What follows belongs to an exercise in optimizing a design on an open flow for small area and a short achievable clock period; a production flow would make more cautious choices. RTL that was checked went through simulation tests only; none was proved equivalent to the original. Function not checked in run 1: the RTL went through the layout flow alone.

==> flow/design.v, too long to show whole: its modules and the start of the top module <==
// module MrSimSimulation: 1528 lines
// module kmfa: 4 lines
// module kmha: 4 lines
module MrSimSimulation(input clk, input reset,
    input [63:0] io_enq_dat,
    input  io_enq_val,
    output io_enq_rdy,
    output[63:0] io_deq_dat,
    output io_deq_val,
    input  io_deq_rdy
);
  // ...
==> flow/flow/run.sh <==
#!/bin/bash
# Standard synthesis, then the standard layout with the resizer aiming for a setup slack margin,
# small port buffers and a smaller clock tree.
set -euo pipefail
bash standard.sh synth > synth.log 2>&1
bash standard.sh SETUP_SLACK_MARGIN=12.4 BUFFER_PORTS_ARGS='-buffer_cell sky130_fd_sc_hd__buf_1' 'CTS_ARGS=-sink_clustering_enable -repair_clock_nets -dont_use_dummy_load -buf_list sky130_fd_sc_hd__clkbuf_16 -sink_clustering_size 30 -sink_clustering_max_diameter 100' finish > layout.log 2>&1
==> flow/standard.sh <==
#!/bin/bash
# synth_recipe.tcl (not shown) runs the flow's synth.tcl, then flattens the netlist and writes it again
# the make line also repeats each setting of config.mk as NAME=value (left out here)
make -C /OpenROAD-flow-scripts/flow DESIGN_CONFIG=/design/flow/config.mk WORK_HOME=/design/flow/orfs CLKGATE_MAP_FILE= SYNTH_SCRIPT=/design/flow/synth_recipe.tcl "${@:-finish}"
==> flow/config.mk <==
export PLATFORM = sky130hd
export DESIGN_NAME = MrSimSimulation
export DESIGN_NICKNAME = MrSimSimulation
export VERILOG_FILES = /design/flow/design.v
export SDC_FILE = /design/flow/constraint.sdc
export NUM_CORES = 4
export LEC_CHECK = 0
export CAP_MARGIN = 20
export CORE_MARGIN = 2
export CORE_UTILIZATION = 40
export PLACE_DENSITY = 0.6
export SLEW_MARGIN = 20
export SYNTH_HIERARCHICAL = 1
export SYNTH_MINIMUM_KEEP_SIZE = 0
==> flow/constraint.sdc <==
create_clock -name core_clock -period 17.0 [get_ports {clk}]
set_input_delay 3.4000 -clock core_clock [delete_from_list [all_inputs] [get_ports {clk}]]
set_output_delay 3.4000 -clock core_clock [all_outputs]
set_load 0.01 [all_outputs]
==> results.sh, run 1 <==
export IMPL_outcome="finished clean"
export IMPL_fmax_mhz=209
export IMPL_use_met2=0.301
export IMPL_nonClkBufAreaFrac=0.0366
export IMPL_clock_skew_ns=0.0281
export IMPL_core_area_um2=36600
export IMPL_drtIter0Drc=372
export IMPL_whs_ns=0.317
export IMPL_nFillCells=3398
export IMPL_fin_util=0.458
export IMPL_avgSynthCellArea_um2=11.3
export IMPL_holdCritPathClass="reg2reg"
export IMPL_synth_ff_type="dfxtp_1"
export IMPL_synth_common_cells="and2_1, fa_1, ha_1"
export IMPL_cts_resized_gates=42
export IMPL_wire_per_inst_um=18.2
export IMPL_fin_crit_ns=4.79
export IMPL_dr_pass1_iters=5
export IMPL_clkbuf_count=17
export IMPL_finalSetupViolations=0
export IMPL_worstSetupStartpoint="io_enq_dat[56]"
export IMPL_antenna_found_initial=2
export IMPL_reg2reg_slack_ns=12.41
export IMPL_multi_input_area_share=0.617
export IMPL_m1WireLength_um=16300
export IMPL_cp_data_arrival_time_ns=5.10
export IMPL_dieArea_um2=38700
export IMPL_cts_buffers=17
export IMPL_synth_compound_area_frac=0.0773
export IMPL_stdcell_area_um2=16800
export IMPL_seq_area_um2=4560
export IMPL_setup_tns_ns=0
export IMPL_synth_distinct_cells=64
export IMPL_use_met3=0.0293
export IMPL_top_layer_used="met4"
export IMPL_fin_cells=1913
==> run 2: changes to the inputs <==
--- a/flow/design.v
+++ b/flow/design.v
@@ -8,322 +8,22 @@
 );
   reg [8:0] df0, df1, df2, df3, df4, df5;
   reg [15:0] p1, p2;
   reg v1, v2, v3;
   reg [6:0] e0, e1, e2;    
   reg l20, l21, l10;           
   wire [7:0] px = io_enq_dat[55:48];
   wire [7:0] py = io_enq_dat[63:56];
-  wire sb0_hp0, sb0_hg0;
-  kmha usb0_h0 (.a(io_enq_dat[0]), .b(~px[0]), .s(sb0_hp0), .co(sb0_hg0));
-  wire sb0_hp1, sb0_hg1;
-  kmha usb0_h1 (.a(io_enq_dat[1]), .b(~px[1]), .s(sb0_hp1), .co(sb0_hg1));
-  wire sb0_hp2, sb0_hg2;
-  kmha usb0_h2 (.a(io_enq_dat[2]), .b(~px[2]), .s(sb0_hp2), .co(sb0_hg2));
-  wire sb0_hp3, sb0_hg3;
-  kmha usb0_h3 (.a(io_enq_dat[3]), .b(~px[3]), .s(sb0_hp3), .co(sb0_hg3));
-  wire sb0_hp4, sb0_hg4;
-  kmha usb0_h4 (.a(io_enq_dat[4]), .b(~px[4]), .s(sb0_hp4), .co(sb0_hg4));
-  wire sb0_hp5, sb0_hg5;
-  kmha usb0_h5 (.a(io_enq_dat[5]), .b(~px[5]), .s(sb0_hp5), .co(sb0_hg5));
-  wire sb0_hp6, sb0_hg6;
-  kmha usb0_h6 (.a(io_enq_dat[6]), .b(~px[6]), .s(sb0_hp6), .co(sb0_hg6));
-  wire sb0_hp7, sb0_hg7;
-  kmha usb0_h7 (.a(io_enq_dat[7]), .b(~px[7]), .s(sb0_hp7), .co(sb0_hg7));
-  wire sb0_G1 = sb0_hg0 | (sb0_hp0 & 1'b1);
-  wire sb0_P1 = sb0_hp0 & 1'b0;
-  wire sb0_G2 = sb0_hg2 | (sb0_hp2 & sb0_hg1);
-  wire sb0_P2 = sb0_hp2 & sb0_hp1;
-  wire sb0_G3 = sb0_hg4 | (sb0_hp4 & sb0_hg3);
-  wire sb0_P3 = sb0_hp4 & sb0_hp3;
-  wire sb0_G4 = sb0_hg6 | (sb0_hp6 & sb0_hg5);
-  wire sb0_P4 = sb0_hp6 & sb0_hp5;
-  wire sb0_G5 = sb0_hg1 | (sb0_hp1 & sb0_G1);
-  wire sb0_P5 = sb0_hp1 & sb0_P1;
-  wire sb0_G6 = sb0_G2 | (sb0_P2 & sb0_G1);
-  wire sb0_P6 = sb0_P2 & sb0_P1;
-  wire sb0_G7 = sb0_hg5 | (sb0_hp5 & sb0_G3);
-  wire sb0_P7 = sb0_hp5 & sb0_P3;
-  wire sb0_G8 = sb0_G4 | (sb0_P4 & sb0_G3);
-  wire sb0_P8 = sb0_P4 & sb0_P3;
-  wire sb0_G9 = sb0_hg3 | (sb0_hp3 & sb0_G6);
-  wire sb0_P9 = sb0_hp3 & sb0_P6;
-  wire sb0_G10 = sb0_G3 | (sb0_P3 & sb0_G6);
-  wire sb0_P10 = sb0_P3 & sb0_P6;
-  wire sb0_G11 = sb0_G7 | (sb0_P7 & sb0_G6);
-  wire sb0_P11 = sb0_P7 & sb0_P6;
-  wire sb0_G12 = sb0_G8 | (sb0_P8 & sb0_G6);
-  wire sb0_P12 = sb0_P8 & sb0_P6;
-  wire sb0_G13 = sb0_hg7 | (sb0_hp7 & sb0_G12);
-  wire sb0_P13 = sb0_hp7 & sb0_P12;
-  wire sb0_s0 = ~sb0_hp0;
-  wire sb0_s1 = sb0_hp1 ^ sb0_G1;
-  wire sb0_s2 = sb0_hp2 ^ sb0_G5;
-  wire sb0_s3 = sb0_hp3 ^ sb0_G6;
-  wire sb0_s4 = sb0_hp4 ^ sb0_G9;
-  wire sb0_s5 = sb0_hp5 ^ sb0_G10;
-  wire sb0_s6 = sb0_hp6 ^ sb0_G11;
-  wire sb0_s7 = sb0_hp7 ^ sb0_G12;
-  wire [8:0] dn0 = {~sb0_G13, sb0_s7, sb0_s6, sb0_s5, sb0_s4, sb0_s3, sb0_s2, sb0_s1, sb0_s0};
-  wire sb1_hp0, sb1_hg0;
-  kmha usb1_h0 (.a(io_enq_dat[8]), .b(~py[0]), .s(sb1_hp0), .co(sb1_hg0));
-  wire sb1_hp1, sb1_hg1;
-  kmha usb1_h1 (.a(io_enq_dat[9]), .b(~py[1]), .s(sb1_hp1), .co(sb1_hg1));
-  wire sb1_hp2, sb1_hg2;
-  kmha usb1_h2 (.a(io_enq_dat[10]), .b(~py[2]), .s(sb1_hp2), .co(sb1_hg2));
-  wire sb1_hp3, sb1_hg3;
-  kmha usb1_h3 (.a(io_enq_dat[11]), .b(~py[3]), .s(sb1_hp3), .co(sb1_hg3));
-  wire sb1_hp4, sb1_hg4;
-  kmha usb1_h4 (.a(io_enq_dat[12]), .b(~py[4]), .s(sb1_hp4), .co(sb1_hg4));
-  wire sb1_hp5, sb1_hg5;
-  kmha usb1_h5 (.a(io_enq_dat[13]), .b(~py[5]), .s(sb1_hp5), .co(sb1_hg5));
-  wire sb1_hp6, sb1_hg6;
-  kmha usb1_h6 (.a(io_enq_dat[14]), .b(~py[6]), .s(sb1_hp6), .co(sb1_hg6));
-  wire sb1_hp7, sb1_hg7;
-  kmha usb1_h7 (.a(io_enq_dat[15]), .b(~py[7]), .s(sb1_hp7), .co(sb1_hg7));
-  wire sb1_G1 = sb1_hg0 | (sb1_hp0 & 1'b1);
-  wire sb1_P1 = sb1_hp0 & 1'b0;
-  wire sb1_G2 = sb1_hg2 | (sb1_hp2 & sb1_hg1);
-  wire sb1_P2 = sb1_hp2 & sb1_hp1;
-  wire sb1_G3 = sb1_hg4 | (sb1_hp4 & sb1_hg3);
-  wire sb1_P3 = sb1_hp4 & sb1_hp3;
-  wire sb1_G4 = sb1_hg6 | (sb1_hp6 & sb1_hg5);
-  wire sb1_P4 = sb1_hp6 & sb1_hp5;
-  wire sb1_G5 = sb1_hg1 | (sb1_hp1 & sb1_G1);
-  wire sb1_P5 = sb1_hp1 & sb1_P1;
-  wire sb1_G6 = sb1_G2 | (sb1_P2 & sb1_G1);
-  wire sb1_P6 = sb1_P2 & sb1_P1;
-  wire sb1_G7 = sb1_hg5 | (sb1_hp5 & sb1_G3);
-  wire sb1_P7 = sb1_hp5 & sb1_P3;
-  wire sb1_G8 = sb1_G4 | (sb1_P4 & sb1_G3);
-  wire sb1_P8 = sb1_P4 & sb1_P3;
-  wire sb1_G9 = sb1_hg3 | (sb1_hp3 & sb1_G6);
-  wire sb1_P9 = sb1_hp3 & sb1_P6;
-  wire sb1_G10 = sb1_G3 | (sb1_P3 & sb1_G6);
-  wire sb1_P10 = sb1_P3 & sb1_P6;
-  wire sb1_G11 = sb1_G7 | (sb1_P7 & sb1_G6);
-  wire sb1_P11 = sb1_P7 & sb1_P6;
-  wire sb1_G12 = sb1_G8 | (sb1_P8 & sb1_G6);
-  wire sb1_P12 = sb1_P8 & sb1_P6;
-  wire sb1_G13 = sb1_hg7 | (sb1_hp7 & sb1_G12);
-  wire sb1_P13 = sb1_hp7 & sb1_P12;
-  wire sb1_s0 = ~sb1_hp0;
-  wire sb1_s1 = sb1_hp1 ^ sb1_G1;
-  wire sb1_s2 = sb1_hp2 ^ sb1_G5;
-  wire sb1_s3 = sb1_hp3 ^ sb1_G6;
-  wire sb1_s4 = sb1_hp4 ^ sb1_G9;
-  wire sb1_s5 = sb1_hp5 ^ sb1_G10;
-  wire sb1_s6 = sb1_hp6 ^ sb1_G11;
-  wire sb1_s7 = sb1_hp7 ^ sb1_G12;
-  wire [8:0] dn1 = {~sb1_G13, sb1_s7, sb1_s6, sb1_s5, sb1_s4, sb1_s3, sb1_s2, sb1_s1, sb1_s0};
-  wire sb2_hp0, sb2_hg0;
-  kmha usb2_h0 (.a(io_enq_dat[16]), .b(~px[0]), .s(sb2_hp0), .co(sb2_hg0));
-  wire sb2_hp1, sb2_hg1;
-  kmha usb2_h1 (.a(io_enq_dat[17]), .b(~px[1]), .s(sb2_hp1), .co(sb2_hg1));
-  wire sb2_hp2, sb2_hg2;
-  kmha usb2_h2 (.a(io_enq_dat[18]), .b(~px[2]), .s(sb2_hp2), .co(sb2_hg2));
-  wire sb2_hp3, sb2_hg3;
-  kmha usb2_h3 (.a(io_enq_dat[19]), .b(~px[3]), .s(sb2_hp3), .co(sb2_hg3));
-  wire sb2_hp4, sb2_hg4;
-  kmha usb2_h4 (.a(io_enq_dat[20]), .b(~px[4]), .s(sb2_hp4), .co(sb2_hg4));
-  wire sb2_hp5, sb2_hg5;
-  kmha usb2_h5 (.a(io_enq_dat[21]), .b(~px[5]), .s(sb2_hp5), .co(sb2_hg5));
-  wire sb2_hp6, sb2_hg6;
-  kmha usb2_h6 (.a(io_enq_dat[22]), .b(~px[6]), .s(sb2_hp6), .co(sb2_hg6));
-  wire sb2_hp7, sb2_hg7;
-  kmha usb2_h7 (.a(io_enq_dat[23]), .b(~px[7]), .s(sb2_hp7), .co(sb2_hg7));
-  wire sb2_G1 = sb2_hg0 | (sb2_hp0 & 1'b1);
-  wire sb2_P1 = sb2_hp0 & 1'b0;
-  wire sb2_G2 = sb2_hg2 | (sb2_hp2 & sb2_hg1);
-  wire sb2_P2 = sb2_hp2 & sb2_hp1;
-  wire sb2_G3 = sb2_hg4 | (sb2_hp4 & sb2_hg3);
-  wire sb2_P3 = sb2_hp4 & sb2_hp3;
-  wire sb2_G4 = sb2_hg6 | (sb2_hp6 & sb2_hg5);
-  wire sb2_P4 = sb2_hp6 & sb2_hp5;
-  wire sb2_G5 = sb2_hg1 | (sb2_hp1 & sb2_G1);
-  wire sb2_P5 = sb2_hp1 & sb2_P1;
-  wire sb2_G6 = sb2_G2 | (sb2_P2 & sb2_G1);
-  wire sb2_P6 = sb2_P2 & sb2_P1;
-  wire sb2_G7 = sb2_hg5 | (sb2_hp5 & sb2_G3);
-  wire sb2_P7 = sb2_hp5 & sb2_P3;
-  wire sb2_G8 = sb2_G4 | (sb2_P4 & sb2_G3);
-  wire sb2_P8 = sb2_P4 & sb2_P3;
-  wire sb2_G9 = sb2_hg3 | (sb2_hp3 & sb2_G6);
-  wire sb2_P9 = sb2_hp3 & sb2_P6;
-  wire sb2_G10 = sb2_G3 | (sb2_P3 & sb2_G6);
-  wire sb2_P10 = sb2_P3 & sb2_P6;
-  wire sb2_G11 = sb2_G7 | (sb2_P7 & sb2_G6);
-  wire sb2_P11 = sb2_P7 & sb2_P6;
-  wire sb2_G12 = sb2_G8 | (sb2_P8 & sb2_G6);
-  wire sb2_P12 = sb2_P8 & sb2_P6;
-  wire sb2_G13 = sb2_hg7 | (sb2_hp7 & sb2_G12);
-  wire sb2_P13 = sb2_hp7 & sb2_P12;
-  wire sb2_s0 = ~sb2_hp0;
-  wire sb2_s1 = sb2_hp1 ^ sb2_G1;
-  wire sb2_s2 = sb2_hp2 ^ sb2_G5;
-  wire sb2_s3 = sb2_hp3 ^ sb2_G6;
-  wire sb2_s4 = sb2_hp4 ^ sb2_G9;
-  wire sb2_s5 = sb2_hp5 ^ sb2_G10;
-  wire sb2_s6 = sb2_hp6 ^ sb2_G11;
-  wire sb2_s7 = sb2_hp7 ^ sb2_G12;
-  wire [8:0] dn2 = {~sb2_G13, sb2_s7, sb2_s6, sb2_s5, sb2_s4, sb2_s3, sb2_s2, sb2_s1, sb2_s0};
-  wire sb3_hp0, sb3_hg0;
-  kmha usb3_h0 (.a(io_enq_dat[24]), .b(~py[0]), .s(sb3_hp0), .co(sb3_hg0));
-  wire sb3_hp1, sb3_hg1;
-  kmha usb3_h1 (.a(io_enq_dat[25]), .b(~py[1]), .s(sb3_hp1), .co(sb3_hg1));
-  wire sb3_hp2, sb3_hg2;
-  kmha usb3_h2 (.a(io_enq_dat[26]), .b(~py[2]), .s(sb3_hp2), .co(sb3_hg2));
-  wire sb3_hp3, sb3_hg3;
-  kmha usb3_h3 (.a(io_enq_dat[27]), .b(~py[3]), .s(sb3_hp3), .co(sb3_hg3));
-  wire sb3_hp4, sb3_hg4;
-  kmha usb3_h4 (.a(io_enq_dat[28]), .b(~py[4]), .s(sb3_hp4), .co(sb3_hg4));
-  wire sb3_hp5, sb3_hg5;
-  kmha usb3_h5 (.a(io_enq_dat[29]), .b(~py[5]), .s(sb3_hp5), .co(sb3_hg5));
-  wire sb3_hp6, sb3_hg6;
-  kmha usb3_h6 (.a(io_enq_dat[30]), .b(~py[6]), .s(sb3_hp6), .co(sb3_hg6));
-  wire sb3_hp7, sb3_hg7;
-  kmha usb3_h7 (.a(io_enq_dat[31]), .b(~py[7]), .s(sb3_hp7), .co(sb3_hg7));
-  wire sb3_G1 = sb3_hg0 | (sb3_hp0 & 1'b1);
-  wire sb3_P1 = sb3_hp0 & 1'b0;
-  wire sb3_G2 = sb3_hg2 | (sb3_hp2 & sb3_hg1);
-  wire sb3_P2 = sb3_hp2 & sb3_hp1;
-  wire sb3_G3 = sb3_hg4 | (sb3_hp4 & sb3_hg3);
-  wire sb3_P3 = sb3_hp4 & sb3_hp3;
-  wire sb3_G4 = sb3_hg6 | (sb3_hp6 & sb3_hg5);
-  wire sb3_P4 = sb3_hp6 & sb3_hp5;
-  wire sb3_G5 = sb3_hg1 | (sb3_hp1 & sb3_G1);
-  wire sb3_P5 = sb3_hp1 & sb3_P1;
-  wire sb3_G6 = sb3_G2 | (sb3_P2 & sb3_G1);
-  wire sb3_P6 = sb3_P2 & sb3_P1;
-  wire sb3_G7 = sb3_hg5 | (sb3_hp5 & sb3_G3);
-  wire sb3_P7 = sb3_hp5 & sb3_P3;
-  wire sb3_G8 = sb3_G4 | (sb3_P4 & sb3_G3);
-  wire sb3_P8 = sb3_P4 & sb3_P3;
-  wire sb3_G9 = sb3_hg3 | (sb3_hp3 & sb3_G6);
-  wire sb3_P9 = sb3_hp3 & sb3_P6;
-  wire sb3_G10 = sb3_G3 | (sb3_P3 & sb3_G6);
-  wire sb3_P10 = sb3_P3 & sb3_P6;
-  wire sb3_G11 = sb3_G7 | (sb3_P7 & sb3_G6);
-  wire sb3_P11 = sb3_P7 & sb3_P6;
-  wire sb3_G12 = sb3_G8 | (sb3_P8 & sb3_G6);
-  wire sb3_P12 = sb3_P8 & sb3_P6;
-  wire sb3_G13 = sb3_hg7 | (sb3_hp7 & sb3_G12);
-  wire sb3_P13 = sb3_hp7 & sb3_P12;
-  wire sb3_s0 = ~sb3_hp0;
-  wire sb3_s1 = sb3_hp1 ^ sb3_G1;
-  wire sb3_s2 = sb3_hp2 ^ sb3_G5;
-  wire sb3_s3 = sb3_hp3 ^ sb3_G6;
-  wire sb3_s4 = sb3_hp4 ^ sb3_G9;
-  wire sb3_s5 = sb3_hp5 ^ sb3_G10;
-  wire sb3_s6 = sb3_hp6 ^ sb3_G11;
-  wire sb3_s7 = sb3_hp7 ^ sb3_G12;
-  wire [8:0] dn3 = {~sb3_G13, sb3_s7, sb3_s6, sb3_s5, sb3_s4, sb3_s3, sb3_s2, sb3_s1, sb3_s0};
-  wire sb4_hp0, sb4_hg0;
-  kmha usb4_h0 (.a(io_enq_dat[32]), .b(~px[0]), .s(sb4_hp0), .co(sb4_hg0));
-  wire sb4_hp1, sb4_hg1;
-  kmha usb4_h1 (.a(io_enq_dat[33]), .b(~px[1]), .s(sb4_hp1), .co(sb4_hg1));
-  wire sb4_hp2, sb4_hg2;
-  kmha usb4_h2 (.a(io_enq_dat[34]), .b(~px[2]), .s(sb4_hp2), .co(sb4_hg2));
-  wire sb4_hp3, sb4_hg3;
-  kmha usb4_h3 (.a(io_enq_dat[35]), .b(~px[3]), .s(sb4_hp3), .co(sb4_hg3));
-  wire sb4_hp4, sb4_hg4;
-  kmha usb4_h4 (.a(io_enq_dat[36]), .b(~px[4]), .s(sb4_hp4), .co(sb4_hg4));
-  wire sb4_hp5, sb4_hg5;
-  kmha usb4_h5 (.a(io_enq_dat[37]), .b(~px[5]), .s(sb4_hp5), .co(sb4_hg5));
-  wire sb4_hp6, sb4_hg6;
-  kmha usb4_h6 (.a(io_enq_dat[38]), .b(~px[6]), .s(sb4_hp6), .co(sb4_hg6));
-  wire sb4_hp7, sb4_hg7;
-  kmha usb4_h7 (.a(io_enq_dat[39]), .b(~px[7]), .s(sb4_hp7), .co(sb4_hg7));
-  wire sb4_G1 = sb4_hg0 | (sb4_hp0 & 1'b1);
-  wire sb4_P1 = sb4_hp0 & 1'b0;
-  wire sb4_G2 = sb4_hg2 | (sb4_hp2 & sb4_hg1);
-  wire sb4_P2 = sb4_hp2 & sb4_hp1;
-  wire sb4_G3 = sb4_hg4 | (sb4_hp4 & sb4_hg3);
-  wire sb4_P3 = sb4_hp4 & sb4_hp3;
-  wire sb4_G4 = sb4_hg6 | (sb4_hp6 & sb4_hg5);
-  wire sb4_P4 = sb4_hp6 & sb4_hp5;
-  wire sb4_G5 = sb4_hg1 | (sb4_hp1 & sb4_G1);
-  wire sb4_P5 = sb4_hp1 & sb4_P1;
-  wire sb4_G6 = sb4_G2 | (sb4_P2 & sb4_G1);
-  wire sb4_P6 = sb4_P2 & sb4_P1;
-  wire sb4_G7 = sb4_hg5 | (sb4_hp5 & sb4_G3);
-  wire sb4_P7 = sb4_hp5 & sb4_P3;
-  wire sb4_G8 = sb4_G4 | (sb4_P4 & sb4_G3);
-  wire sb4_P8 = sb4_P4 & sb4_P3;
-  wire sb4_G9 = sb4_hg3 | (sb4_hp3 & sb4_G6);
-  wire sb4_P9 = sb4_hp3 & sb4_P6;
-  wire sb4_G10 = sb4_G3 | (sb4_P3 & sb4_G6);
-  wire sb4_P10 = sb4_P3 & sb4_P6;
-  wire sb4_G11 = sb4_G7 | (sb4_P7 & sb4_G6);
-  wire sb4_P11 = sb4_P7 & sb4_P6;
-  wire sb4_G12 = sb4_G8 | (sb4_P8 & sb4_G6);
-  wire sb4_P12 = sb4_P8 & sb4_P6;
-  wire sb4_G13 = sb4_hg7 | (sb4_hp7 & sb4_G12);
-  wire sb4_P13 = sb4_hp7 & sb4_P12;
-  wire sb4_s0 = ~sb4_hp0;
-  wire sb4_s1 = sb4_hp1 ^ sb4_G1;
-  wire sb4_s2 = sb4_hp2 ^ sb4_G5;
-  wire sb4_s3 = sb4_hp3 ^ sb4_G6;
-  wire sb4_s4 = sb4_hp4 ^ sb4_G9;
-  wire sb4_s5 = sb4_hp5 ^ sb4_G10;
-  wire sb4_s6 = sb4_hp6 ^ sb4_G11;
-  wire sb4_s7 = sb4_hp7 ^ sb4_G12;
-  wire [8:0] dn4 = {~sb4_G13, sb4_s7, sb4_s6, sb4_s5, sb4_s4, sb4_s3, sb4_s2, sb4_s1, sb4_s0};
-  wire sb5_hp0, sb5_hg0;
-  kmha usb5_h0 (.a(io_enq_dat[40]), .b(~py[0]), .s(sb5_hp0), .co(sb5_hg0));
-  wire sb5_hp1, sb5_hg1;
-  kmha usb5_h1 (.a(io_enq_dat[41]), .b(~py[1]), .s(sb5_hp1), .co(sb5_hg1));
-  wire sb5_hp2, sb5_hg2;
-  kmha usb5_h2 (.a(io_enq_dat[42]), .b(~py[2]), .s(sb5_hp2), .co(sb5_hg2));
-  wire sb5_hp3, sb5_hg3;
-  kmha usb5_h3 (.a(io_enq_dat[43]), .b(~py[3]), .s(sb5_hp3), .co(sb5_hg3));
-  wire sb5_hp4, sb5_hg4;
-  kmha usb5_h4 (.a(io_enq_dat[44]), .b(~py[4]), .s(sb5_hp4), .co(sb5_hg4));
-  wire sb5_hp5, sb5_hg5;
-  kmha usb5_h5 (.a(io_enq_dat[45]), .b(~py[5]), .s(sb5_hp5), .co(sb5_hg5));
-  wire sb5_hp6, sb5_hg6;
-  kmha usb5_h6 (.a(io_enq_dat[46]), .b(~py[6]), .s(sb5_hp6), .co(sb5_hg6));
-  wire sb5_hp7, sb5_hg7;
-  kmha usb5_h7 (.a(io_enq_dat[47]), .b(~py[7]), .s(sb5_hp7), .co(sb5_hg7));
-  wire sb5_G1 = sb5_hg0 | (sb5_hp0 & 1'b1);
-  wire sb5_P1 = sb5_hp0 & 1'b0;
-  wire sb5_G2 = sb5_hg2 | (sb5_hp2 & sb5_hg1);
-  wire sb5_P2 = sb5_hp2 & sb5_hp1;
-  wire sb5_G3 = sb5_hg4 | (sb5_hp4 & sb5_hg3);
-  wire sb5_P3 = sb5_hp4 & sb5_hp3;
-  wire sb5_G4 = sb5_hg6 | (sb5_hp6 & sb5_hg5);
-  wire sb5_P4 = sb5_hp6 & sb5_hp5;
-  wire sb5_G5 = sb5_hg1 | (sb5_hp1 & sb5_G1);
-  wire sb5_P5 = sb5_hp1 & sb5_P1;
-  wire sb5_G6 = sb5_G2 | (sb5_P2 & sb5_G1);
-  wire sb5_P6 = sb5_P2 & sb5_P1;
-  wire sb5_G7 = sb5_hg5 | (sb5_hp5 & sb5_G3);
-  wire sb5_P7 = sb5_hp5 & sb5_P3;
-  wire sb5_G8 = sb5_G4 | (sb5_P4 & sb5_G3);
-  wire sb5_P8 = sb5_P4 & sb5_P3;
-  wire sb5_G9 = sb5_hg3 | (sb5_hp3 & sb5_G6);
-  wire sb5_P9 = sb5_hp3 & sb5_P6;
-  wire sb5_G10 = sb5_G3 | (sb5_P3 & sb5_G6);
-  wire sb5_P10 = sb5_P3 & sb5_P6;
-  wire sb5_G11 = sb5_G7 | (sb5_P7 & sb5_G6);
-  wire sb5_P11 = sb5_P7 & sb5_P6;
-  wire sb5_G12 = sb5_G8 | (sb5_P8 & sb5_G6);
-  wire sb5_P12 = sb5_P8 & sb5_P6;
-  wire sb5_G13 = sb5_hg7 | (sb5_hp7 & sb5_G12);
-  wire sb5_P13 = sb5_hp7 & sb5_P12;
-  wire sb5_s0 = ~sb5_hp0;
-  wire sb5_s1 = sb5_hp1 ^ sb5_G1;
-  wire sb5_s2 = sb5_hp2 ^ sb5_G5;
-  wire sb5_s3 = sb5_hp3 ^ sb5_G6;
-  wire sb5_s4 = sb5_hp4 ^ sb5_G9;
-  wire sb5_s5 = sb5_hp5 ^ sb5_G10;
-  wire sb5_s6 = sb5_hp6 ^ sb5_G11;
-  wire sb5_s7 = sb5_hp7 ^ sb5_G12;
-  wire [8:0] dn5 = {~sb5_G13, sb5_s7, sb5_s6, sb5_s5, sb5_s4, sb5_s3, sb5_s2, sb5_s1, sb5_s0};
+  wire [8:0] dn0 = {1'b0, io_enq_dat[7:0]} - {1'b0, px};
+  wire [8:0] dn1 = {1'b0, io_enq_dat[15:8]} - {1'b0, py};
+  wire [8:0] dn2 = {1'b0, io_enq_dat[23:16]} - {1'b0, px};
+  wire [8:0] dn3 = {1'b0, io_enq_dat[31:24]} - {1'b0, py};
+  wire [8:0] dn4 = {1'b0, io_enq_dat[39:32]} - {1'b0, px};
+  wire [8:0] dn5 = {1'b0, io_enq_dat[47:40]} - {1'b0, py};
   wire pp1 = df0[0] & df0[1];
   wire pp2 = df0[0] & df0[2];
   wire pp3 = df0[0] & df0[3];
   wire pp4 = df0[0] & df0[4];
   wire pp5 = df0[0] & df0[5];
   wire pp6 = df0[0] & df0[6];
   wire pp7 = df0[0] & df0[7];
   wire pp8 = df0[1] & df0[2];
@@ -568,85 +268,73 @@
   wire dist0_G6 = dist0_hg10 | (dist0_hp10 & dist0_hg9);
   wire dist0_P6 = dist0_hp10 & dist0_hp9;
   wire dist0_G7 = dist0_hg12 | (dist0_hp12 & dist0_hg11);
   wire dist0_P7 = dist0_hp12 & dist0_hp11;
   wire dist0_G8 = dist0_hg14 | (dist0_hp14 & dist0_hg13);
   wire dist0_P8 = dist0_hp14 & dist0_hp13;
   wire dist0_G9 = dist0_hg16 | (dist0_hp16 & dist0_hg15);
   wire dist0_P9 = dist0_hp16 & dist0_hp15;
-  wire dist0_G10 = dist0_hg1 | (dist0_hp1 & dist0_G1);
-  wire dist0_P10 = dist0_hp1 & dist0_P1;
-  wire dist0_G11 = dist0_G2 | (dist0_P2 & dist0_G1);
-  wire dist0_P11 = dist0_P2 & dist0_P1;
-  wire dist0_G12 = dist0_hg5 | (dist0_hp5 & dist0_G3);
-  wire dist0_P12 = dist0_hp5 & dist0_P3;
-  wire dist0_G13 = dist0_G4 | (dist0_P4 & dist0_G3);
-  wire dist0_P13 = dist0_P4 & dist0_P3;
-  wire dist0_G14 = dist0_hg9 | (dist0_hp9 & dist0_G5);
-  wire dist0_P14 = dist0_hp9 & dist0_P5;
-  wire dist0_G15 = dist0_G6 | (dist0_P6 & dist0_G5);
-  wire dist0_P15 = dist0_P6 & dist0_P5;
-  wire dist0_G16 = dist0_hg13 | (dist0_hp13 & dist0_G7);
-  wire dist0_P16 = dist0_hp13 & dist0_P7;
-  wire dist0_G17 = dist0_G8 | (dist0_P8 & dist0_G7);
-  wire dist0_P17 = dist0_P8 & dist0_P7;
-  wire dist0_G18 = dist0_hg3 | (dist0_hp3 & dist0_G11);
-  wire dist0_P18 = dist0_hp3 & dist0_P11;
-  wire dist0_G19 = dist0_G3 | (dist0_P3 & dist0_G11);
-  wire dist0_P19 = dist0_P3 & dist0_P11;
-  wire dist0_G20 = dist0_G12 | (dist0_P12 & dist0_G11);
-  wire dist0_P20 = dist0_P12 & dist0_P11;
-  wire dist0_G21 = dist0_G13 | (dist0_P13 & dist0_G11);
-  wire dist0_P21 = dist0_P13 & dist0_P11;
-  wire dist0_G22 = dist0_hg11 | (dist0_hp11 & dist0_G15);
-  wire dist0_P22 = dist0_hp11 & dist0_P15;
-  wire dist0_G23 = dist0_G7 | (dist0_P7 & dist0_G15);
-  wire dist0_P23 = dist0_P7 & dist0_P15;
-  wire dist0_G24 = dist0_G16 | (dist0_P16 & dist0_G15);
-  wire dist0_P24 = dist0_P16 & dist0_P15;
-  wire dist0_G25 = dist0_G17 | (dist0_P17 & dist0_G15);
-  wire dist0_P25 = dist0_P17 & dist0_P15;
-  wire dist0_G26 = dist0_hg7 | (dist0_hp7 & dist0_G21);
-  wire dist0_P26 = dist0_hp7 & dist0_P21;
-  wire dist0_G27 = dist0_G5 | (dist0_P5 & dist0_G21);
-  wire dist0_P27 = dist0_P5 & dist0_P21;
-  wire dist0_G28 = dist0_G14 | (dist0_P14 & dist0_G21);
-  wire dist0_P28 = dist0_P14 & dist0_P21;
-  wire dist0_G29 = dist0_G15 | (dist0_P15 & dist0_G21);
-  wire dist0_P29 = dist0_P15 & dist0_P21;
-  wire dist0_G30 = dist0_G22 | (dist0_P22 & dist0_G21);
-  wire dist0_P30 = dist0_P22 & dist0_P21;
-  wire dist0_G31 = dist0_G23 | (dist0_P23 & dist0_G21);
-  wire dist0_P31 = dist0_P23 & dist0_P21;
-  wire dist0_G32 = dist0_G24 | (dist0_P24 & dist0_G21);
-  wire dist0_P32 = dist0_P24 & dist0_P21;
-  wire dist0_G33 = dist0_G25 | (dist0_P25 & dist0_G21);
-  wire dist0_P33 = dist0_P25 & dist0_P21;
-  wire dist0_G34 = dist0_hg15 | (dist0_hp15 & dist0_G33);
-  wire dist0_P34 = dist0_hp15 & dist0_P33;
-  wire dist0_G35 = dist0_G9 | (dist0_P9 & dist0_G33);
-  wire dist0_P35 = dist0_P9 & dist0_P33;
+  wire dist0_G10 = dist0_G2 | (dist0_P2 & dist0_G1);
+  wire dist0_P10 = dist0_P2 & dist0_P1;
+  wire dist0_G11 = dist0_G4 | (dist0_P4 & dist0_G3);
+  wire dist0_P11 = dist0_P4 & dist0_P3;
+  wire dist0_G12 = dist0_G6 | (dist0_P6 & dist0_G5);
+  wire dist0_P12 = dist0_P6 & dist0_P5;
+  wire dist0_G13 = dist0_G8 | (dist0_P8 & dist0_G7);
+  wire dist0_P13 = dist0_P8 & dist0_P7;
+  wire dist0_G14 = dist0_G11 | (dist0_P11 & dist0_G10);
+  wire dist0_P14 = dist0_P11 & dist0_P10;
+  wire dist0_G15 = dist0_G13 | (dist0_P13 & dist0_G12);
+  wire dist0_P15 = dist0_P13 & dist0_P12;
+  wire dist0_G16 = dist0_G15 | (dist0_P15 & dist0_G14);
+  wire dist0_P16 = dist0_P15 & dist0_P14;
+  wire dist0_G17 = dist0_G12 | (dist0_P12 & dist0_G14);
+  wire dist0_P17 = dist0_P12 & dist0_P14;
+  wire dist0_G18 = dist0_G3 | (dist0_P3 & dist0_G10);
+  wire dist0_P18 = dist0_P3 & dist0_P10;
+  wire dist0_G19 = dist0_G5 | (dist0_P5 & dist0_G14);
+  wire dist0_P19 = dist0_P5 & dist0_P14;
+  wire dist0_G20 = dist0_G7 | (dist0_P7 & dist0_G17);
+  wire dist0_P20 = dist0_P7 & dist0_P17;
+  wire dist0_G21 = dist0_G9 | (dist0_P9 & dist0_G16);
+  wire dist0_P21 = dist0_P9 & dist0_P16;
+  wire dist0_G22 = dist0_hg1 | (dist0_hp1 & dist0_G1);
+  wire dist0_P22 = dist0_hp1 & dist0_P1;
+  wire dist0_G23 = dist0_hg3 | (dist0_hp3 & dist0_G10);
+  wire dist0_P23 = dist0_hp3 & dist0_P10;
+  wire dist0_G24 = dist0_hg5 | (dist0_hp5 & dist0_G18);
+  wire dist0_P24 = dist0_hp5 & dist0_P18;
+  wire dist0_G25 = dist0_hg7 | (dist0_hp7 & dist0_G14);
+  wire dist0_P25 = dist0_hp7 & dist0_P14;
+  wire dist0_G26 = dist0_hg9 | (dist0_hp9 & dist0_G19);
+  wire dist0_P26 = dist0_hp9 & dist0_P19;
+  wire dist0_G27 = dist0_hg11 | (dist0_hp11 & dist0_G17);
+  wire dist0_P27 = dist0_hp11 & dist0_P17;
+  wire dist0_G28 = dist0_hg13 | (dist0_hp13 & dist0_G20);
+  wire dist0_P28 = dist0_hp13 & dist0_P20;
+  wire dist0_G29 = dist0_hg15 | (dist0_hp15 & dist0_G16);
+  wire dist0_P29 = dist0_hp15 & dist0_P16;
   wire dist0_s0 = dist0_hp0;
   wire dist0_s1 = dist0_hp1 ^ dist0_G1;
-  wire dist0_s2 = dist0_hp2 ^ dist0_G10;
-  wire dist0_s3 = dist0_hp3 ^ dist0_G11;
-  wire dist0_s4 = dist0_hp4 ^ dist0_G18;
-  wire dist0_s5 = dist0_hp5 ^ dist0_G19;
-  wire dist0_s6 = dist0_hp6 ^ dist0_G20;
-  wire dist0_s7 = dist0_hp7 ^ dist0_G21;
-  wire dist0_s8 = dist0_hp8 ^ dist0_G26;
-  wire dist0_s9 = dist0_hp9 ^ dist0_G27;
-  wire dist0_s10 = dist0_hp10 ^ dist0_G28;
-  wire dist0_s11 = dist0_hp11 ^ dist0_G29;
-  wire dist0_s12 = dist0_hp12 ^ dist0_G30;
-  wire dist0_s13 = dist0_hp13 ^ dist0_G31;
-  wire dist0_s14 = dist0_hp14 ^ dist0_G32;
-  wire dist0_s15 = dist0_hp15 ^ dist0_G33;
-  wire dist0_s16 = dist0_hp16 ^ dist0_G34;
+  wire dist0_s2 = dist0_hp2 ^ dist0_G22;
+  wire dist0_s3 = dist0_hp3 ^ dist0_G10;
+  wire dist0_s4 = dist0_hp4 ^ dist0_G23;
+  wire dist0_s5 = dist0_hp5 ^ dist0_G18;
+  wire dist0_s6 = dist0_hp6 ^ dist0_G24;
+  wire dist0_s7 = dist0_hp7 ^ dist0_G14;
+  wire dist0_s8 = dist0_hp8 ^ dist0_G25;
+  wire dist0_s9 = dist0_hp9 ^ dist0_G19;
+  wire dist0_s10 = dist0_hp10 ^ dist0_G26;
+  wire dist0_s11 = dist0_hp11 ^ dist0_G17;
+  wire dist0_s12 = dist0_hp12 ^ dist0_G27;
+  wire dist0_s13 = dist0_hp13 ^ dist0_G20;
+  wire dist0_s14 = dist0_hp14 ^ dist0_G28;
+  wire dist0_s15 = dist0_hp15 ^ dist0_G16;
+  wire dist0_s16 = dist0_hp16 ^ dist0_G29;
   wire [16:0] dist0 = {dist0_s16, dist0_s15, dist0_s14, dist0_s13, dist0_s12, dist0_s11, dist0_s10, dist0_s9, dist0_s8, dist0_s7, dist0_s6, dist0_s5, dist0_s4, dist0_s3, dist0_s2, dist0_s1, dist0_s0};
   wire pp203 = df2[0] & df2[1];
   wire pp204 = df2[0] & df2[2];
   wire pp205 = df2[0] & df2[3];
   wire pp206 = df2[0] & df2[4];
   wire pp207 = df2[0] & df2[5];
   wire pp208 = df2[0] & df2[6];
   wire pp209 = df2[0] & df2[7];
@@ -892,85 +580,73 @@
   wire dist1_G6 = dist1_hg10 | (dist1_hp10 & dist1_hg9);
   wire dist1_P6 = dist1_hp10 & dist1_hp9;
   wire dist1_G7 = dist1_hg12 | (dist1_hp12 & dist1_hg11);
   wire dist1_P7 = dist1_hp12 & dist1_hp11;
   wire dist1_G8 = dist1_hg14 | (dist1_hp14 & dist1_hg13);
   wire dist1_P8 = dist1_hp14 & dist1_hp13;
   wire dist1_G9 = dist1_hg16 | (dist1_hp16 & dist1_hg15);
   wire dist1_P9 = dist1_hp16 & dist1_hp15;
-  wire dist1_G10 = dist1_hg1 | (dist1_hp1 & dist1_G1);
-  wire dist1_P10 = dist1_hp1 & dist1_P1;
-  wire dist1_G11 = dist1_G2 | (dist1_P2 & dist1_G1);
-  wire dist1_P11 = dist1_P2 & dist1_P1;
-  wire dist1_G12 = dist1_hg5 | (dist1_hp5 & dist1_G3);
-  wire dist1_P12 = dist1_hp5 & dist1_P3;
-  wire dist1_G13 = dist1_G4 | (dist1_P4 & dist1_G3);
-  wire dist1_P13 = dist1_P4 & dist1_P3;
-  wire dist1_G14 = dist1_hg9 | (dist1_hp9 & dist1_G5);
-  wire dist1_P14 = dist1_hp9 & dist1_P5;
-  wire dist1_G15 = dist1_G6 | (dist1_P6 & dist1_G5);
-  wire dist1_P15 = dist1_P6 & dist1_P5;
-  wire dist1_G16 = dist1_hg13 | (dist1_hp13 & dist1_G7);
-  wire dist1_P16 = dist1_hp13 & dist1_P7;
-  wire dist1_G17 = dist1_G8 | (dist1_P8 & dist1_G7);
-  wire dist1_P17 = dist1_P8 & dist1_P7;
-  wire dist1_G18 = dist1_hg3 | (dist1_hp3 & dist1_G11);
-  wire dist1_P18 = dist1_hp3 & dist1_P11;
-  wire dist1_G19 = dist1_G3 | (dist1_P3 & dist1_G11);
-  wire dist1_P19 = dist1_P3 & dist1_P11;
-  wire dist1_G20 = dist1_G12 | (dist1_P12 & dist1_G11);
-  wire dist1_P20 = dist1_P12 & dist1_P11;
-  wire dist1_G21 = dist1_G13 | (dist1_P13 & dist1_G11);
-  wire dist1_P21 = dist1_P13 & dist1_P11;
-  wire dist1_G22 = dist1_hg11 | (dist1_hp11 & dist1_G15);
-  wire dist1_P22 = dist1_hp11 & dist1_P15;
-  wire dist1_G23 = dist1_G7 | (dist1_P7 & dist1_G15);
-  wire dist1_P23 = dist1_P7 & dist1_P15;
-  wire dist1_G24 = dist1_G16 | (dist1_P16 & dist1_G15);
-  wire dist1_P24 = dist1_P16 & dist1_P15;
-  wire dist1_G25 = dist1_G17 | (dist1_P17 & dist1_G15);
-  wire dist1_P25 = dist1_P17 & dist1_P15;
-  wire dist1_G26 = dist1_hg7 | (dist1_hp7 & dist1_G21);
-  wire dist1_P26 = dist1_hp7 & dist1_P21;
-  wire dist1_G27 = dist1_G5 | (dist1_P5 & dist1_G21);
-  wire dist1_P27 = dist1_P5 & dist1_P21;
-  wire dist1_G28 = dist1_G14 | (dist1_P14 & dist1_G21);
-  wire dist1_P28 = dist1_P14 & dist1_P21;
-  wire dist1_G29 = dist1_G15 | (dist1_P15 & dist1_G21);
-  wire dist1_P29 = dist1_P15 & dist1_P21;
-  wire dist1_G30 = dist1_G22 | (dist1_P22 & dist1_G21);
-  wire dist1_P30 = dist1_P22 & dist1_P21;
-  wire dist1_G31 = dist1_G23 | (dist1_P23 & dist1_G21);
-  wire dist1_P31 = dist1_P23 & dist1_P21;
-  wire dist1_G32 = dist1_G24 | (dist1_P24 & dist1_G21);
-  wire dist1_P32 = dist1_P24 & dist1_P21;
-  wire dist1_G33 = dist1_G25 | (dist1_P25 & dist1_G21);
-  wire dist1_P33 = dist1_P25 & dist1_P21;
-  wire dist1_G34 = dist1_hg15 | (dist1_hp15 & dist1_G33);
-  wire dist1_P34 = dist1_hp15 & dist1_P33;
-  wire dist1_G35 = dist1_G9 | (dist1_P9 & dist1_G33);
-  wire dist1_P35 = dist1_P9 & dist1_P33;
+  wire dist1_G10 = dist1_G2 | (dist1_P2 & dist1_G1);
+  wire dist1_P10 = dist1_P2 & dist1_P1;
+  wire dist1_G11 = dist1_G4 | (dist1_P4 & dist1_G3);
+  wire dist1_P11 = dist1_P4 & dist1_P3;
+  wire dist1_G12 = dist1_G6 | (dist1_P6 & dist1_G5);
+  wire dist1_P12 = dist1_P6 & dist1_P5;
+  wire dist1_G13 = dist1_G8 | (dist1_P8 & dist1_G7);
+  wire dist1_P13 = dist1_P8 & dist1_P7;
+  wire dist1_G14 = dist1_G11 | (dist1_P11 & dist1_G10);
+  wire dist1_P14 = dist1_P11 & dist1_P10;
+  wire dist1_G15 = dist1_G13 | (dist1_P13 & dist1_G12);
+  wire dist1_P15 = dist1_P13 & dist1_P12;
+  wire dist1_G16 = dist1_G15 | (dist1_P15 & dist1_G14);
+  wire dist1_P16 = dist1_P15 & dist1_P14;
+  wire dist1_G17 = dist1_G12 | (dist1_P12 & dist1_G14);
+  wire dist1_P17 = dist1_P12 & dist1_P14;
+  wire dist1_G18 = dist1_G3 | (dist1_P3 & dist1_G10);
+  wire dist1_P18 = dist1_P3 & dist1_P10;
+  wire dist1_G19 = dist1_G5 | (dist1_P5 & dist1_G14);
+  wire dist1_P19 = dist1_P5 & dist1_P14;
+  wire dist1_G20 = dist1_G7 | (dist1_P7 & dist1_G17);
+  wire dist1_P20 = dist1_P7 & dist1_P17;
+  wire dist1_G21 = dist1_G9 | (dist1_P9 & dist1_G16);
+  wire dist1_P21 = dist1_P9 & dist1_P16;
+  wire dist1_G22 = dist1_hg1 | (dist1_hp1 & dist1_G1);
+  wire dist1_P22 = dist1_hp1 & dist1_P1;
+  wire dist1_G23 = dist1_hg3 | (dist1_hp3 & dist1_G10);
+  wire dist1_P23 = dist1_hp3 & dist1_P10;
+  wire dist1_G24 = dist1_hg5 | (dist1_hp5 & dist1_G18);
+  wire dist1_P24 = dist1_hp5 & dist1_P18;
+  wire dist1_G25 = dist1_hg7 | (dist1_hp7 & dist1_G14);
+  wire dist1_P25 = dist1_hp7 & dist1_P14;
+  wire dist1_G26 = dist1_hg9 | (dist1_hp9 & dist1_G19);
+  wire dist1_P26 = dist1_hp9 & dist1_P19;
+  wire dist1_G27 = dist1_hg11 | (dist1_hp11 & dist1_G17);
+  wire dist1_P27 = dist1_hp11 & dist1_P17;
+  wire dist1_G28 = dist1_hg13 | (dist1_hp13 & dist1_G20);
+  wire dist1_P28 = dist1_hp13 & dist1_P20;
+  wire dist1_G29 = dist1_hg15 | (dist1_hp15 & dist1_G16);
+  wire dist1_P29 = dist1_hp15 & dist1_P16;
   wire dist1_s0 = dist1_hp0;
   wire dist1_s1 = dist1_hp1 ^ dist1_G1;
-  wire dist1_s2 = dist1_hp2 ^ dist1_G10;
-  wire dist1_s3 = dist1_hp3 ^ dist1_G11;
-  wire dist1_s4 = dist1_hp4 ^ dist1_G18;
-  wire dist1_s5 = dist1_hp5 ^ dist1_G19;
-  wire dist1_s6 = dist1_hp6 ^ dist1_G20;
-  wire dist1_s7 = dist1_hp7 ^ dist1_G21;
-  wire dist1_s8 = dist1_hp8 ^ dist1_G26;
-  wire dist1_s9 = dist1_hp9 ^ dist1_G27;
-  wire dist1_s10 = dist1_hp10 ^ dist1_G28;
-  wire dist1_s11 = dist1_hp11 ^ dist1_G29;
-  wire dist1_s12 = dist1_hp12 ^ dist1_G30;
-  wire dist1_s13 = dist1_hp13 ^ dist1_G31;
-  wire dist1_s14 = dist1_hp14 ^ dist1_G32;
-  wire dist1_s15 = dist1_hp15 ^ dist1_G33;
-  wire dist1_s16 = dist1_hp16 ^ dist1_G34;
+  wire dist1_s2 = dist1_hp2 ^ dist1_G22;
+  wire dist1_s3 = dist1_hp3 ^ dist1_G10;
+  wire dist1_s4 = dist1_hp4 ^ dist1_G23;
+  wire dist1_s5 = dist1_hp5 ^ dist1_G18;
+  wire dist1_s6 = dist1_hp6 ^ dist1_G24;
+  wire dist1_s7 = dist1_hp7 ^ dist1_G14;
+  wire dist1_s8 = dist1_hp8 ^ dist1_G25;
+  wire dist1_s9 = dist1_hp9 ^ dist1_G19;
+  wire dist1_s10 = dist1_hp10 ^ dist1_G26;
+  wire dist1_s11 = dist1_hp11 ^ dist1_G17;
+  wire dist1_s12 = dist1_hp12 ^ dist1_G27;
+  wire dist1_s13 = dist1_hp13 ^ dist1_G20;
+  wire dist1_s14 = dist1_hp14 ^ dist1_G28;
+  wire dist1_s15 = dist1_hp15 ^ dist1_G16;
+  wire dist1_s16 = dist1_hp16 ^ dist1_G29;
   wire [16:0] dist1 = {dist1_s16, dist1_s15, dist1_s14, dist1_s13, dist1_s12, dist1_s11, dist1_s10, dist1_s9, dist1_s8, dist1_s7, dist1_s6, dist1_s5, dist1_s4, dist1_s3, dist1_s2, dist1_s1, dist1_s0};
   wire pp405 = df4[0] & df4[1];
   wire pp406 = df4[0] & df4[2];
   wire pp407 = df4[0] & df4[3];
   wire pp408 = df4[0] & df4[4];
   wire pp409 = df4[0] & df4[5];
   wire pp410 = df4[0] & df4[6];
   wire pp411 = df4[0] & df4[7];
@@ -1216,85 +892,73 @@
   wire dist2_G6 = dist2_hg10 | (dist2_hp10 & dist2_hg9);
   wire dist2_P6 = dist2_hp10 & dist2_hp9;
   wire dist2_G7 = dist2_hg12 | (dist2_hp12 & dist2_hg11);
   wire dist2_P7 = dist2_hp12 & dist2_hp11;
   wire dist2_G8 = dist2_hg14 | (dist2_hp14 & dist2_hg13);
   wire dist2_P8 = dist2_hp14 & dist2_hp13;
   wire dist2_G9 = dist2_hg16 | (dist2_hp16 & dist2_hg15);
   wire dist2_P9 = dist2_hp16 & dist2_hp15;
-  wire dist2_G10 = dist2_hg1 | (dist2_hp1 & dist2_G1);
-  wire dist2_P10 = dist2_hp1 & dist2_P1;
-  wire dist2_G11 = dist2_G2 | (dist2_P2 & dist2_G1);
-  wire dist2_P11 = dist2_P2 & dist2_P1;
-  wire dist2_G12 = dist2_hg5 | (dist2_hp5 & dist2_G3);
-  wire dist2_P12 = dist2_hp5 & dist2_P3;
-  wire dist2_G13 = dist2_G4 | (dist2_P4 & dist2_G3);
-  wire dist2_P13 = dist2_P4 & dist2_P3;
-  wire dist2_G14 = dist2_hg9 | (dist2_hp9 & dist2_G5);
-  wire dist2_P14 = dist2_hp9 & dist2_P5;
-  wire dist2_G15 = dist2_G6 | (dist2_P6 & dist2_G5);
-  wire dist2_P15 = dist2_P6 & dist2_P5;
-  wire dist2_G16 = dist2_hg13 | (dist2_hp13 & dist2_G7);
-  wire dist2_P16 = dist2_hp13 & dist2_P7;
-  wire dist2_G17 = dist2_G8 | (dist2_P8 & dist2_G7);
-  wire dist2_P17 = dist2_P8 & dist2_P7;
-  wire dist2_G18 = dist2_hg3 | (dist2_hp3 & dist2_G11);
-  wire dist2_P18 = dist2_hp3 & dist2_P11;
-  wire dist2_G19 = dist2_G3 | (dist2_P3 & dist2_G11);
-  wire dist2_P19 = dist2_P3 & dist2_P11;
-  wire dist2_G20 = dist2_G12 | (dist2_P12 & dist2_G11);
-  wire dist2_P20 = dist2_P12 & dist2_P11;
-  wire dist2_G21 = dist2_G13 | (dist2_P13 & dist2_G11);
-  wire dist2_P21 = dist2_P13 & dist2_P11;
-  wire dist2_G22 = dist2_hg11 | (dist2_hp11 & dist2_G15);
-  wire dist2_P22 = dist2_hp11 & dist2_P15;
-  wire dist2_G23 = dist2_G7 | (dist2_P7 & dist2_G15);
-  wire dist2_P23 = dist2_P7 & dist2_P15;
-  wire dist2_G24 = dist2_G16 | (dist2_P16 & dist2_G15);
-  wire dist2_P24 = dist2_P16 & dist2_P15;
-  wire dist2_G25 = dist2_G17 | (dist2_P17 & dist2_G15);
-  wire dist2_P25 = dist2_P17 & dist2_P15;
-  wire dist2_G26 = dist2_hg7 | (dist2_hp7 & dist2_G21);
-  wire dist2_P26 = dist2_hp7 & dist2_P21;
-  wire dist2_G27 = dist2_G5 | (dist2_P5 & dist2_G21);
-  wire dist2_P27 = dist2_P5 & dist2_P21;
-  wire dist2_G28 = dist2_G14 | (dist2_P14 & dist2_G21);
-  wire dist2_P28 = dist2_P14 & dist2_P21;
-  wire dist2_G29 = dist2_G15 | (dist2_P15 & dist2_G21);
-  wire dist2_P29 = dist2_P15 & dist2_P21;
-  wire dist2_G30 = dist2_G22 | (dist2_P22 & dist2_G21);
-  wire dist2_P30 = dist2_P22 & dist2_P21;
-  wire dist2_G31 = dist2_G23 | (dist2_P23 & dist2_G21);
-  wire dist2_P31 = dist2_P23 & dist2_P21;
-  wire dist2_G32 = dist2_G24 | (dist2_P24 & dist2_G21);
-  wire dist2_P32 = dist2_P24 & dist2_P21;
-  wire dist2_G33 = dist2_G25 | (dist2_P25 & dist2_G21);
-  wire dist2_P33 = dist2_P25 & dist2_P21;
-  wire dist2_G34 = dist2_hg15 | (dist2_hp15 & dist2_G33);
-  wire dist2_P34 = dist2_hp15 & dist2_P33;
-  wire dist2_G35 = dist2_G9 | (dist2_P9 & dist2_G33);
-  wire dist2_P35 = dist2_P9 & dist2_P33;
+  wire dist2_G10 = dist2_G2 | (dist2_P2 & dist2_G1);
+  wire dist2_P10 = dist2_P2 & dist2_P1;
+  wire dist2_G11 = dist2_G4 | (dist2_P4 & dist2_G3);
+  wire dist2_P11 = dist2_P4 & dist2_P3;
+  wire dist2_G12 = dist2_G6 | (dist2_P6 & dist2_G5);
+  wire dist2_P12 = dist2_P6 & dist2_P5;
+  wire dist2_G13 = dist2_G8 | (dist2_P8 & dist2_G7);
+  wire dist2_P13 = dist2_P8 & dist2_P7;
+  wire dist2_G14 = dist2_G11 | (dist2_P11 & dist2_G10);
+  wire dist2_P14 = dist2_P11 & dist2_P10;
+  wire dist2_G15 = dist2_G13 | (dist2_P13 & dist2_G12);
+  wire dist2_P15 = dist2_P13 & dist2_P12;
+  wire dist2_G16 = dist2_G15 | (dist2_P15 & dist2_G14);
+  wire dist2_P16 = dist2_P15 & dist2_P14;
+  wire dist2_G17 = dist2_G12 | (dist2_P12 & dist2_G14);
+  wire dist2_P17 = dist2_P12 & dist2_P14;
+  wire dist2_G18 = dist2_G3 | (dist2_P3 & dist2_G10);
+  wire dist2_P18 = dist2_P3 & dist2_P10;
+  wire dist2_G19 = dist2_G5 | (dist2_P5 & dist2_G14);
+  wire dist2_P19 = dist2_P5 & dist2_P14;
+  wire dist2_G20 = dist2_G7 | (dist2_P7 & dist2_G17);
+  wire dist2_P20 = dist2_P7 & dist2_P17;
+  wire dist2_G21 = dist2_G9 | (dist2_P9 & dist2_G16);
+  wire dist2_P21 = dist2_P9 & dist2_P16;
+  wire dist2_G22 = dist2_hg1 | (dist2_hp1 & dist2_G1);
+  wire dist2_P22 = dist2_hp1 & dist2_P1;
+  wire dist2_G23 = dist2_hg3 | (dist2_hp3 & dist2_G10);
+  wire dist2_P23 = dist2_hp3 & dist2_P10;
+  wire dist2_G24 = dist2_hg5 | (dist2_hp5 & dist2_G18);
+  wire dist2_P24 = dist2_hp5 & dist2_P18;
+  wire dist2_G25 = dist2_hg7 | (dist2_hp7 & dist2_G14);
+  wire dist2_P25 = dist2_hp7 & dist2_P14;
+  wire dist2_G26 = dist2_hg9 | (dist2_hp9 & dist2_G19);
+  wire dist2_P26 = dist2_hp9 & dist2_P19;
+  wire dist2_G27 = dist2_hg11 | (dist2_hp11 & dist2_G17);
+  wire dist2_P27 = dist2_hp11 & dist2_P17;
+  wire dist2_G28 = dist2_hg13 | (dist2_hp13 & dist2_G20);
+  wire dist2_P28 = dist2_hp13 & dist2_P20;
+  wire dist2_G29 = dist2_hg15 | (dist2_hp15 & dist2_G16);
+  wire dist2_P29 = dist2_hp15 & dist2_P16;
   wire dist2_s0 = dist2_hp0;
   wire dist2_s1 = dist2_hp1 ^ dist2_G1;
-  wire dist2_s2 = dist2_hp2 ^ dist2_G10;
-  wire dist2_s3 = dist2_hp3 ^ dist2_G11;
-  wire dist2_s4 = dist2_hp4 ^ dist2_G18;
-  wire dist2_s5 = dist2_hp5 ^ dist2_G19;
-  wire dist2_s6 = dist2_hp6 ^ dist2_G20;
-  wire dist2_s7 = dist2_hp7 ^ dist2_G21;
-  wire dist2_s8 = dist2_hp8 ^ dist2_G26;
-  wire dist2_s9 = dist2_hp9 ^ dist2_G27;
-  wire dist2_s10 = dist2_hp10 ^ dist2_G28;
-  wire dist2_s11 = dist2_hp11 ^ dist2_G29;
-  wire dist2_s12 = dist2_hp12 ^ dist2_G30;
-  wire dist2_s13 = dist2_hp13 ^ dist2_G31;
-  wire dist2_s14 = dist2_hp14 ^ dist2_G32;
-  wire dist2_s15 = dist2_hp15 ^ dist2_G33;
-  wire dist2_s16 = dist2_hp16 ^ dist2_G34;
+  wire dist2_s2 = dist2_hp2 ^ dist2_G22;
+  wire dist2_s3 = dist2_hp3 ^ dist2_G10;
+  wire dist2_s4 = dist2_hp4 ^ dist2_G23;
+  wire dist2_s5 = dist2_hp5 ^ dist2_G18;
+  wire dist2_s6 = dist2_hp6 ^ dist2_G24;
+  wire dist2_s7 = dist2_hp7 ^ dist2_G14;
+  wire dist2_s8 = dist2_hp8 ^ dist2_G25;
+  wire dist2_s9 = dist2_hp9 ^ dist2_G19;
+  wire dist2_s10 = dist2_hp10 ^ dist2_G26;
+  wire dist2_s11 = dist2_hp11 ^ dist2_G17;
+  wire dist2_s12 = dist2_hp12 ^ dist2_G27;
+  wire dist2_s13 = dist2_hp13 ^ dist2_G20;
+  wire dist2_s14 = dist2_hp14 ^ dist2_G28;
+  wire dist2_s15 = dist2_hp15 ^ dist2_G16;
+  wire dist2_s16 = dist2_hp16 ^ dist2_G29;
   wire [16:0] dist2 = {dist2_s16, dist2_s15, dist2_s14, dist2_s13, dist2_s12, dist2_s11, dist2_s10, dist2_s9, dist2_s8, dist2_s7, dist2_s6, dist2_s5, dist2_s4, dist2_s3, dist2_s2, dist2_s1, dist2_s0};
   wire ll20_g0 = dist0[0] & ~dist2[0];
   wire ll20_p0 = dist0[0] | ~dist2[0];
   wire ll20_g1 = dist0[1] & ~dist2[1];
   wire ll20_p1 = dist0[1] | ~dist2[1];
   wire ll20_g2 = dist0[2] & ~dist2[2];
   wire ll20_p2 = dist0[2] | ~dist2[2];
   wire ll20_g3 = dist0[3] & ~dist2[3];
==> run 2 against run 1 <==
Still clean. Global-route usage fell by 1.2 points. Synthesized area is 0.96% higher. Via count fell by 3.7%. Design area is 0.93% lower. Critical path type unchanged. Critical endpoint is now df0[8]$_DFF_P_. Largest cell class unchanged.
==> results.sh, run 2 <==
export IMPL_detail_route_antenna_nets=0
export IMPL_htreeDepth=4
export IMPL_rsz0062_at_grt="true"
export IMPL_grt_max_degree=19
export IMPL_worst_slew_pin_slew_ns=0.972
export IMPL_setup_tns_ns=0
export IMPL_place_hpwl_um=26900
export IMPL_m1WireLength_um=15400
export IMPL_cts_sinks=189
export IMPL_final_cell_mix="and2_1, fa_1, ha_1"
export IMPL_fin_util=0.452
export IMPL_drv_slew=0
export IMPL_drv_cap=0
export IMPL_grt_pass1_wl_um=52900
export IMPL_top_layer_used="met4"
export IMPL_synth_edff_count=72
export IMPL_cp_max_fo=2
export IMPL_rows=70
export IMPL_fp_dieW_um=198
export IMPL_fin_crit_ns=4.56
export IMPL_clock_skew_ns=0.0170
export IMPL_clock_path_buffers=2
export IMPL_whs_ns=0.319
export IMPL_dieArea_um2=39000
export IMPL_cts_buffers=17
export IMPL_avgSynthCellArea_um2=11.5
export IMPL_ctsRootBufferMaster="clkbuf_16"
export IMPL_finalSetupViolations=0
export IMPL_layout_drive_gt1_share=0.115
export IMPL_holdCritPathClass="reg2reg"
export IMPL_critPathKind="in2reg"
export IMPL_synth_ff_type="dfxtp_1"
export IMPL_hold_violations=0
export IMPL_core_area_um2=36800
export IMPL_wl_met2_um=15700
export IMPL_ys_warn_count=7
export IMPL_syn_cell_area_um2=15000
export IMPL_syn_inst=1300
export IMPL_synth_top_area_frac=0.232
export IMPL_synth_distinct_cells=62
export IMPL_synth_common_cells="fa_1, and2_1, ha_1"
export IMPL_outcome="finished clean"
export IMPL_synth_ff_latch_count=189
export IMPL_drc=0
export IMPL_vias=9457
export IMPL_slew_headroom=0.350
export IMPL_antenna_found_initial=2
export IMPL_nFillCells=3400
export IMPL_fp_dieH_um=198
export IMPL_clk_pin_slew_worst_paths_ns=0.06
export IMPL_synthArstFlopShare=0
export IMPL_dr_pass1_iters=5
export IMPL_clock_latency_ns=0.43
export IMPL_cp_data_arrival_time_ns=4.86
export IMPL_io_buffers=86
export IMPL_fin_crit_sh=0.268
export IMPL_cts_hold_buffers=0
export IMPL_endpoint_kind="register"
export IMPL_layout_commonest_cell="and2_1"
export IMPL_routed_wl_met3_um=1240
export IMPL_drtIter0Drc=420
export IMPL_synth_most_common_cell="fa_1"
export IMPL_grt_overflow=0
export IMPL_yosysSeqAreaShare=0.301
export IMPL_worstSetupStartpointType="primary input"
export IMPL_gp_congestion=0.838
export IMPL_fmax_mhz=219
export IMPL_synth_top_area_cell="fa_1"
export IMPL_start_util=0.407
export IMPL_required_ns=17.30
export IMPL_routed_wl_um=32700
export IMPL_viasPerCell=5.04
export IMPL_wire_per_inst_um=17.4
export IMPL_track_usage=0.175
export IMPL_io_pins=134
export IMPL_cts_tree="built"
export IMPL_synth_area_leaders="fa_1, dfxtp_1, edfxtp_1"
export IMPL_grt_pass1_vias=10062
export IMPL_synthToLayoutAreaGrowth_pct=10.8
export IMPL_nets=1800
[run 2: cell types whose count changed in the layout (fill, tap and decap cells not counted), moves of 9 or more]
cell / previous run / this run
o21ai_1: 10 / 23
mux2_2: 35 / 54
dfxtp_1: 87 / 102
buf_4: 27 / 6
xor2_1: 10 / 22
a21o_1: 17 / 36
inv_1: 51 / 67
nand2_1: 74 / 33
a211oi_1: 11 / 1
dfxtp_2: 24 / 15
a21oi_1: 21 / 32
[run 2: worst max-delay path: stages]
cell,delay (ns)
buf_2,0.14
inv_8,0.03
ha_4,0.15
fa_2,0.36
inv_1,0.06
a21oi_1,0.08
o21ai_2,0.18
a21o_1,0.15
a21oi_2,0.06
o21bai_1,0.16
a21oi_1,0.08
[run 2: per-stage QoR]
stage          setup WS (ns)  instances  area [um^2]
2_1_floorplan          12.24       1351        15500
3_3_place_gp           11.89       1853        16000
3_5_place_dp           11.81       1854        16000
4_1_cts                12.41       1874        16500
5_1_grt                12.37       1878        16600
6_report               12.44       1878        16600
[run 2: area by class of cell]
cell class	instances	area (um^2)	area share
Sequential cell	189	4520	0.272
Multi-Input combinational cell	1033	10300	0.618
Tap cell	468	586	0.0352
Antenna cell	1	2.50	0.000151
Timing Repair Buffer	93	470	0.0283
Inverter	77	347	0.0209
Clock buffer	17	425	0.0256
[run 2: repair_timing]
item	in CTS	in global routing
setup endpoints to repair	48	19
setup buffers	3	3
pin swaps	0	26
hold endpoints to repair	0	0
resized for setup	10	45
[run 2: cells by family after synthesis]
logic type / synth area share
AOI/OAI and AO/OA: 0.0751
xor gates and xnor gates: 0.0386
adders and majority gates: 0.367
buffers and inverters: 0.0445
DFF: 0.301
muxes: 0.0419
other: 0.000501
and+or+nand+nor: 0.132
[run 2: path summary, 6_finish.rpt]
kind / startpoint / to / slack [ns] / cells after the start
max: io_enq_dat[0] / df0[8]$_DFF_P_ / 12.44 / 11
min: p1[7]$_DFF_P_ / p2[7]$_DFF_P_ / 0.32 / 0
max reg2reg: df2[8]$_DFF_P_ / e1[6]$_DFF_P_ / 12.54 / 15
min reg2reg: p1[7]$_DFF_P_ / p2[7]$_DFF_P_ / 0.32 / 0
[run 2: per-layer routing]
layer,vias up,GRT usage
li1,4501,-
met1,4764,0.243
met2,169,0.290
met3,23,0.0273
met4,0,0.0368
met5,-,0
[run 2: Yosys stat by module (local to each module, per instance)]
module | times used | area (um^2) | cells
kmfa | 168 | 20.0 | 1
kmha | 51 | 12.5 | 1
MrSimSimulation | 1 | 11000 | 1081

afterwards: timing with drivers on the ports:
The flow's constraints put no driver on any port. The routed layouts listed below were extracted and timed again, unchanged, in two steps.
Step 1: set_driving_cell puts a clkbuf_16 on clk and a buf_2 on each other input, an assumption about the parent block.
Step 2 also shifts input and output timing later by t, the mid clock arrival at the registers, as if the neighbouring blocks saw the same clock.
Three values: no drivers, after step 1, after step 2; two values: the first two.
| run | t (ns) | setup slack, ns | worst hold slack (ns) | worst register clock-pin slew, ns |
|---|---|---|---|---|
| run 1 | 0.465 | 12.210 / 12.201 / 11.736 | 0.317 / 0.317 / 0.317 | 0.08 / 0.08 |
| run 2 | 0.469 | 12.437 / 12.458 / 11.990 | 0.319 / 0.319 / 0.319 | 0.07 / 0.07 |
After both steps setup and hold are still met in every run listed. The setup slack of run 1, which loses most, moves by -0.009 ns with the drivers and by -0.474 ns with both steps.
